What follows belongs to an exercise in optimizing a design on an open flow for small area, a short achievable clock period and few clock cycles per item; a production flow would make more cautious choices. Function was checked by simulation only, so behaviour that the tests miss may differ from the original.

==> flow/design.v <==
`timescale 1ns / 1ps
module cordic(
    input clk,
    input rst,                 
    input start,               
    input signed [7:0] xin,
    input signed [7:0] yin,
    input signed [7:0] angle,
    output reg signed [7:0] sine,
    output reg done
);
    reg signed [7:0] x, y, z;
    reg [6:0] ph;
    wire idle = ph[0];
    reg [7:0] xs, ys, at;
    integer j, k;
    always @(*) begin
        for (j = 0; j < 8; j = j + 1) begin
            xs[j] = idle & xin[j];
            ys[j] = idle & yin[j];
            for (k = 1; k < 7; k = k + 1) begin
                xs[j] = xs[j] | (ph[k] & x[(j + k > 7) ? 7 : j + k]);
                ys[j] = ys[j] | (ph[k] & y[(j + k > 7) ? 7 : j + k]);
            end
        end
        at = ({8{idle}} & 8'd50) | ({8{ph[1]}} & 8'd29) | ({8{ph[2]}} & 8'd15)
           | ({8{ph[3]}} & 8'd8) | ({8{ph[4]}} & 8'd4) | ({8{ph[5]}} & 8'd2)
           | ({8{ph[6]}} & 8'd1);
    end
    wire signed [7:0] xa = idle ? xin : x;
    wire signed [7:0] ya = idle ? yin : y;
    wire signed [7:0] za = idle ? angle : z;
    wire neg = za[7];
    function [7:0] addsub;
        input [7:0] a, b;
        input n;
        reg [7:0] bb, g, p, gg, pp, gn, pn;
        integer i, s;
        begin
            bb = b ^ {8{n}};
            g = a & bb;
            p = a ^ bb;
            gg = g;
            pp = p;
            gg[0] = g[0] | (p[0] & n);
            for (s = 1; s < 8; s = s * 2) begin
                gn = gg;
                pn = pp;
                for (i = 0; i < 8; i = i + 1) begin
                    if ((i & s) != 0) begin
                        gn[i] = gg[i] | (pp[i] & gg[(i & ~(s - 1)) - 1]);
                        pn[i] = pp[i] & pp[(i & ~(s - 1)) - 1];
                    end
                end
                gg = gn;
                pp = pn;
            end
            addsub = p ^ {gg[6:0], n};
        end
    endfunction
    always @(posedge clk) begin
        x <= addsub(xa, ys, ~neg);
        y <= addsub(ya, xs, neg);
        z <= addsub(za, at, ~neg);
        done <= ph[6] & ~rst;
        if (rst)
            ph <= 7'b0000001;
        else if (idle)
            ph <= start ? 7'b0000010 : 7'b0000001;
        else
            ph <= {ph[5:0], ph[6]};
    end
    always @(*) sine = z[7] ? y - (x >>> 7) : y + (x >>> 7);
endmodule
export LEC_CHECK = 0
export CAP_MARGIN = 20
export CORE_MARGIN = 2
export CORE_UTILIZATION = 70
export SETUP_SLACK_MARGIN = 1.0
export SLEW_MARGIN = 20
create_clock -name core_clock -period 4.0 [get_ports {clk}]
standard.sh (not shown) runs the stock make flow with config.mk's settings and CLKGATE_MAP_FILE= SYNTH_SCRIPT=/design/flow/synth_recipe.tcl, a recipe that flattens the netlist after the stock synthesis.
==> flow/flow/run.sh <==
#!/bin/bash
# The standard layout, with the port buffers made from buf_2 cells instead of the
# slow delay buffers buffer_ports picks by default.
set -euo pipefail
export BUFFER_PORTS_ARGS="-buffer_cell sky130_fd_sc_hd__buf_2"

bash standard.sh > standard.log 2>&1
The first run produced a clean layout.
Testbench counts at the start, summed over its fixed seeds: cycles 28,000, items 4,000.
Rerun with:
--- a/flow/design.v
+++ b/flow/design.v
@@ -68,7 +68,14 @@
         else if (idle)
             ph <= start ? 7'b0000010 : 7'b0000001;
         else
             ph <= {ph[5:0], ph[6]};
     end
-    always @(*) sine = z[7] ? y - (x >>> 7) : y + (x >>> 7);
+    wire [7:0] t = y ~^ {8{z[7]}};
+    reg [7:0] run;             
+    integer m;
+    always @(*) begin
+        run[0] = 1'b1;
+        for (m = 1; m < 8; m = m + 1) run[m] = run[m - 1] & t[m - 1];
+        sine = y ^ ({8{x[7]}} & run);
+    end
 endmodule
Worst hold slack hardly moves. Final area is lower by 7.6%. Non-clock buffer count is lower by 4. Final cell count is lower by 4.2%. Maximum frequency is higher by about 2%. Clock-buffer cell count stays the same. Area after synthesis is lower by 4.4%. Worst setup slack improved by 58 ps. Via count is lower by about 0.36%.
Testbench counts after the change, summed over its fixed seeds: cycles 28,000, items 4,000.

========
// cordic: RTL as listed in full above, without the edits since
clock: 4.0 ns
lec_check: 0
cap_margin: 20
core_margin: 2
core_utilization: 70
setup_slack_margin: 0.8
slew_margin: 20
Scripts as last shown in full above: flow/flow/run.sh
Testbench counts at the start, summed over its fixed seeds: cycles 28,000, items 4,000.
==> next run, changes <==
--- a/flow/design.v
+++ b/flow/design.v
@@ -46,11 +46,9 @@
             for (s = 1; s < 8; s = s * 2) begin
                 gn = gg;
                 pn = pp;
-                for (i = 0; i < 8; i = i + 1) begin
-                    if ((i & s) != 0) begin
-                        gn[i] = gg[i] | (pp[i] & gg[(i & ~(s - 1)) - 1]);
-                        pn[i] = pp[i] & pp[(i & ~(s - 1)) - 1];
-                    end
+                for (i = s; i < 8; i = i + 1) begin
+                    gn[i] = gg[i] | (pp[i] & gg[i - s]);
+                    pn[i] = pp[i] & pp[i - s];
                 end
                 gg = gn;
                 pp = pn;
Outcome: Global-route usage goes up by 1.0 points. Via count grows by about 7%. Wire length rose by about 8%. Clock-buffer cell count stays the same. Synthesized area came out higher by about 5%. First-iteration DRC count grows by 130%.
Testbench counts after the change, summed over its fixed seeds: cycles 28,000, items 4,000.

-- port drivers added, routing unchanged --
In the flow no input, the clock included, has a driving cell. The finished layouts below were timed again as built, in two steps.
Step 1, drivers: a clkbuf_16 drives clk and a buf_2 each remaining input, both assumed.
Step 2 adds t to the input delays and takes it off the output delays; t is the mean of the earliest and latest rising clock arrival at the registers after step 1. Input paths then give back, and output paths get back, about the clock's delay inside the block.
Slacks: ideal ports / drivers / drivers and shift; pairs: ideal ports / drivers.
run | t (ns) | slack for setup (ns) | worst register clock-pin slew, ns | worst data-port slew with drivers (ns)
the first run of note 1 | 0.317 | 1.096 / 1.067 / 0.904 | 0.07 / 0.07 | 0.03
the second run of note 1 | 0.373 | 1.154 / 1.128 / 0.925 | 0.12 / 0.12 | 0.03
the first run of note 2 | 0.314 | 0.955 / 0.927 / 0.943 | 0.07 / 0.07 | 0.04
the second run of note 2 | 0.314 | 0.991 / 0.962 / 0.750 | 0.07 / 0.07 | 0.03
After both steps setup and hold are still met in every run listed. The setup slack of the second run of note 2, which loses most, moves by -0.029 ns with the drivers and by -0.241 ns with both steps.
